Source: an optimization exercise on an open RTL-to-GDS flow (aim: small area and a short achievable clock period). Production flows keep margins and buffers that such runs may drop. At most, simulation tests tie the RTL to the original design; equivalence was not proved. Power is estimated from default activity; no workload was simulated.

## flp32_mac_5stg
module flp32_mac_5stg(
	clk,
	nrst,
	i_a,
	i_b,
	i_c,
	i_valid,
	o_p,
	o_sign,
	o_zero,
	o_nan,
	o_inf,
	o_valid
);
input wire		clk;
input wire		nrst;
input wire [31:0]	i_a;
input wire [31:0]	i_b;
input wire [31:0]	i_c;
input wire		i_valid;
output reg [31:0]	o_p;
output reg		o_sign;
output reg		o_zero;
output reg		o_nan;
output reg		o_inf;
output wire		o_valid;
reg [6:0] vld;
always @(posedge clk or negedge nrst)
begin
	if(!nrst)
		vld <= 7'd0;
	else
		vld <= { vld[5:0], i_valid };
end
assign o_valid = vld[6];
wire [7:0] i_exb = i_b[30:23];
wire [7:0] i_exc = i_c[30:23];
wire i_zb = ~|i_exb;
wire i_zc = ~|i_exc;
wire i_infb = (&i_exb) & ~|i_b[22:0];
wire i_infc = (&i_exc) & ~|i_c[22:0];
wire i_nanb = (&i_exb) & |i_b[22:0];
wire i_nanc = (&i_exc) & |i_c[22:0];
reg [31:0] a0;
reg [22:0] fb0, fc0;
reg [8:0] sbc0;
reg snm0, zbc0, mnan0, minf0;
always @(posedge clk)
begin
	a0 <= i_a;
	fb0 <= i_b[22:0];
	fc0 <= i_c[22:0];
	sbc0 <= { 1'b0, i_exb } + { 1'b0, i_exc };
	snm0 <= i_b[31] ^ i_c[31];
	zbc0 <= i_zb | i_zc;
	mnan0 <= i_nanb | i_nanc | (i_zb & i_infc) | (i_zc & i_infb);
	minf0 <= i_infb | i_infc;
end
wire [7:0] exa = a0[30:23];
wire za = ~|exa;
wire infa = (&exa) & ~|a0[22:0];
wire nana = (&exa) & |a0[22:0];
wire sna = a0[31];
wire [9:0] m_exp_t = { 1'b0, sbc0 } - 10'd127;
wire m_uf = m_exp_t[9];
  ...
Size: about 140 I/O pins, ~43,000 sq um of cells after synthesis.
Settings: LEC_CHECK=0, CAP_MARGIN=20, CORE_MARGIN=2, CORE_UTILIZATION=40, SLEW_MARGIN=65, SYNTH_HIERARCHICAL=1, SYNTH_MINIMUM_KEEP_SIZE=0; clock period 14.0 ns.
standard.sh (not shown) runs the stock make flow with config.mk's settings and CLKGATE_MAP_FILE= SYNTH_SCRIPT=/design/flow/synth_recipe.tcl, a recipe that flattens the netlist after the stock synthesis.
==> flow/flow/run.sh <==
#!/bin/bash
export BUFFER_PORTS_ARGS="-buffer_cell sky130_fd_sc_hd__buf_2"
bash standard.sh > standard.log 2>&1
The first run finished with timing, DRC and antenna clean.
Rerun with:
- CTS_BUF_LIST: unset -> sky130_fd_sc_hd__clkbuf_8
Effect: The changed run finished with timing, DRC and antenna clean. Core utilization shrinks by 0.13 points. Power shrinks by about 1.3%. Synthesized cell count stays the same. Setup slack loses 0.0084 ns.
Function was not checked in any run of this note: the RTL went through the layout flow alone.


## run 1
flp32_mac_5stg, a different RTL version from the one above (not shown whole).
For scale: roughly 4300 cells after synthesis, roughly 43000 sq um of cells after synthesis.
## flp32_mac_5stg
module flp32_mac_5stg(
	clk,
	nrst,
	i_a,
	i_b,
	i_c,
	i_valid,
	o_p,
	o_sign,
	o_zero,
	o_nan,
	o_inf,
	o_valid
);
Settings: LEC_CHECK=0, CAP_MARGIN=20, CORE_MARGIN=2, CORE_UTILIZATION=40, CTS_BUF_LIST=sky130_fd_sc_hd__clkbuf_8, SLEW_MARGIN=50, SYNTH_HIERARCHICAL=1, SYNTH_MINIMUM_KEEP_SIZE=0; clock period 14.0 ns.
Scripts as last shown in full above: flow/flow/run.sh
Input changes introduced in run 2 (baseline for comparison: run 1):
# run 1
export LEC_CHECK = 0
export CAP_MARGIN = 20
export CORE_MARGIN = 2
export CORE_UTILIZATION = 40
export CTS_BUF_LIST = sky130_fd_sc_hd__clkbuf_8
export SLEW_MARGIN = 50
export SYNTH_HIERARCHICAL = 1
export SYNTH_MINIMUM_KEEP_SIZE = 0
create_clock -name core_clock -period 14.0 [get_ports {clk}]
# run 2
export LEC_CHECK = 0
export CAP_MARGIN = 20
export CORE_MARGIN = 2
export CORE_UTILIZATION = 40
export CTS_BUF_LIST = sky130_fd_sc_hd__clkbuf_8
export SLEW_MARGIN = 65
export SYNTH_HIERARCHICAL = 1
export SYNTH_MINIMUM_KEEP_SIZE = 0
create_clock -name core_clock -period 14.0 [get_ports {clk}]
When run 2 is set beside run 1, its non-clock buffer count turns out to be 8 larger.
Run 2 ended up with register to primary output as its critical path class; run 1 ended up with register to register.
On filler-free cell count of the finished design, run 2 tracks run 1 almost exactly.
On via count, run 2 and run 1 are neck and neck.
Comparing run 2 and run 1, maximum frequency is lower on run 1.
diff inputs: run 2 => run 3
# run 2
export LEC_CHECK = 0
export CAP_MARGIN = 20
export CORE_MARGIN = 2
export CORE_UTILIZATION = 40
export CTS_BUF_LIST = sky130_fd_sc_hd__clkbuf_8
export SLEW_MARGIN = 65
export SYNTH_HIERARCHICAL = 1
export SYNTH_MINIMUM_KEEP_SIZE = 0
create_clock -name core_clock -period 14.0 [get_ports {clk}]
# run 3
export LEC_CHECK = 0
export CAP_MARGIN = 20
export CORE_MARGIN = 2
export CORE_UTILIZATION = 40
export CTS_BUF_LIST = sky130_fd_sc_hd__clkbuf_8
export CTS_CLUSTER_DIAMETER = 50
export CTS_CLUSTER_SIZE = 25
export SLEW_MARGIN = 65
export SYNTH_HIERARCHICAL = 1
export SYNTH_MINIMUM_KEEP_SIZE = 0
create_clock -name core_clock -period 14.0 [get_ports {clk}]
Notes after the runs:
Looking at register-to-register slack, run 3 sits 70 ps lower than run 2 does.
For run 3, the highest metal layer used by the detailed router was met4, unlike run 2, where it was met5.
I/O pin total: run 2 vs run 3 identical
In the route summary, run 3 ends up with a via count below that of run 2.
Relative to run 2, the critical path data arrival time of run 3 is higher by 3460 ps.
The higher smallest setup slack after layout came out of run 3.
Status: met2 usage parity (run 2, run 3)
Run 3 ended up with a lower overall routing resource usage than run 2 did.
Run 3 and run 2 ended up with roughly the same top achievable clock speed.
Input-level comparison between run 4 and run 3:
# run 3
export LEC_CHECK = 0
export CAP_MARGIN = 20
export CORE_MARGIN = 2
export CORE_UTILIZATION = 40
export CTS_BUF_LIST = sky130_fd_sc_hd__clkbuf_8
export CTS_CLUSTER_DIAMETER = 50
export CTS_CLUSTER_SIZE = 25
export SLEW_MARGIN = 65
export SYNTH_HIERARCHICAL = 1
export SYNTH_MINIMUM_KEEP_SIZE = 0
create_clock -name core_clock -period 14.0 [get_ports {clk}]
# run 4
export LEC_CHECK = 0
export CAP_MARGIN = 20
export CORE_MARGIN = 2
export CORE_UTILIZATION = 40
export CTS_BUF_LIST = sky130_fd_sc_hd__clkbuf_8
export CTS_CLUSTER_SIZE = 20
export SLEW_MARGIN = 65
export SYNTH_HIERARCHICAL = 1
export SYNTH_MINIMUM_KEEP_SIZE = 0
create_clock -name core_clock -period 14.0 [get_ports {clk}]
Notes after the runs:
- Clock period minus final worst setup slack ends up higher on run 4.
- Post-route clock skew: run 4 and run 3 compared, higher one is run 3
- Setup slack: run 4 less than run 3
- Looking at initial antenna violation count across run 4 and run 3, the one that comes out lower is run 3.


flp32_mac_5stg, a different RTL version from the one above (not shown whole).
For scale: roughly 4500 cells after synthesis, ~140 I/O pins, about 44000 um^2 of cells after synthesis.
export LEC_CHECK = 0
export CAP_MARGIN = 20
export CORE_MARGIN = 2
export CORE_UTILIZATION = 40
export SLEW_MARGIN = 35
export SYNTH_HIERARCHICAL = 1
export SYNTH_MINIMUM_KEEP_SIZE = 0
create_clock -name core_clock -period 14.0 [get_ports {clk}]
Scripts as last shown in full above: flow/flow/run.sh
Then changed:
==> flow/run.sh (new file) <==
#!/bin/bash
# synth_recipe.tcl (not shown) runs the flow's synth.tcl, then flattens the netlist and writes it again
# the make line also repeats each setting of config.mk as NAME=value (left out here)
make -C /OpenROAD-flow-scripts/flow DESIGN_CONFIG=/design/flow/config.mk WORK_HOME=/design/flow/orfs CLKGATE_MAP_FILE= SYNTH_SCRIPT=/design/flow/synth_recipe.tcl finish
removed: flow/flow/run.sh
removed: flow/standard.sh
After rerunning:
- power goes up by about 1.3%
- maximum frequency goes up by 2.5%
- sequential cell count is unchanged
- non-clock buffer count goes up by 2
- design area goes up by about 1.8%
- worst setup slack improves by 110 ps
- clock skew goes up by 15 ps
- global-route usage hardly moves
- routed wire length stays flat
- synthesized cell count is unchanged
- die area does not change


Another version of the RTL of flp32_mac_5stg (not shown whole).
For scale: roughly 4,400 cells after synthesis, about 620 flip-flops, about 140 I/O pins.
Settings: LEC_CHECK=0, CAP_MARGIN=20, CORE_MARGIN=2, CORE_UTILIZATION=40, CTS_BUF_LIST=sky130_fd_sc_hd__clkbuf_8, SLEW_MARGIN=80, SYNTH_HIERARCHICAL=1, SYNTH_MINIMUM_KEEP_SIZE=0; clock period 14.0 ns.
==> flow/flow/run.sh <==
#!/bin/bash
export BUFFER_PORTS_ARGS="-buffer_cell sky130_fd_sc_hd__buf_2"
bash standard.sh > standard.log 2>&1
Next try:
--- a/flow/config.mk
+++ b/flow/config.mk
@@ -10,5 +10,5 @@
 export CORE_UTILIZATION = 40
 export CTS_BUF_LIST = sky130_fd_sc_hd__clkbuf_8
-export SLEW_MARGIN = 80
+export SLEW_MARGIN = 65
 export SYNTH_HIERARCHICAL = 1
 export SYNTH_MINIMUM_KEEP_SIZE = 0
Effect: The changed run passed the timing, DRC and antenna checks. Sequential share of layout area went up by 1.5 points. Wire length falls by about 1.2%. Register-to-register slack gets better by 1500 ps. Worst setup slack gains 1400 ps. Via count drops by about 1.9%.
No run of this note included a check of the RTL's function; only the layout flow was run.

## what the ideal ports hide
In the flow no input, the clock included, has a driving cell. The finished layouts below were timed again as built, in two steps. Step 1 (the two cells are an assumption about what drives the block):
set clk [get_ports {clk}]
set_driving_cell -lib_cell sky130_fd_sc_hd__clkbuf_16 $clk
set_driving_cell -lib_cell sky130_fd_sc_hd__buf_2 [delete_from_list [all_inputs] $clk]
Step 2 also shifts input and output timing later by t, the mid clock arrival at the registers, as if the neighbouring blocks saw the same clock. Three values: ideal, step 1, step 2; two values: the first two.
run	t, ns	slack for setup (ns)	hold slack, ns	cell pins on the clock port's net
the first run of note 1	0.719	9.901 / 9.901 / 9.455	0.326 / 0.326 / 0.326	1
the second run of note 1	0.832	9.892 / 9.862 / 9.464	0.319 / 0.319 / 0.319	1
run 1	0.837	9.843 / 9.843 / 9.325	0.310 / 0.310 / 0.310	1
run 2	0.847	9.954 / 9.887 / 9.377	0.325 / 0.325 / 0.325	1
run 3	0.809	9.964 / 9.934 / 9.369	0.332 / 0.332 / 0.332	1
run 4	0.847	9.954 / 9.887 / 9.377	0.325 / 0.325 / 0.325	1
the first run of note 3	0.712	9.567 / 9.567 / 9.490	0.324 / 0.324 / 0.324	1
the second run of note 3	0.713	9.676 / 9.608 / 9.135	0.325 / 0.325 / 0.325	1
the first run of note 4	0.858	8.563 / 8.563 / 8.563	0.321 / 0.321 / 0.321	1
the second run of note 4	0.822	9.957 / 9.889 / 9.497	0.314 / 0.314 / 0.314	1
After both steps setup and hold are still met in every run listed. For run 3, which loses most, drivers alone change the setup slack by -0.030 ns; drivers and shift together by -0.595 ns.
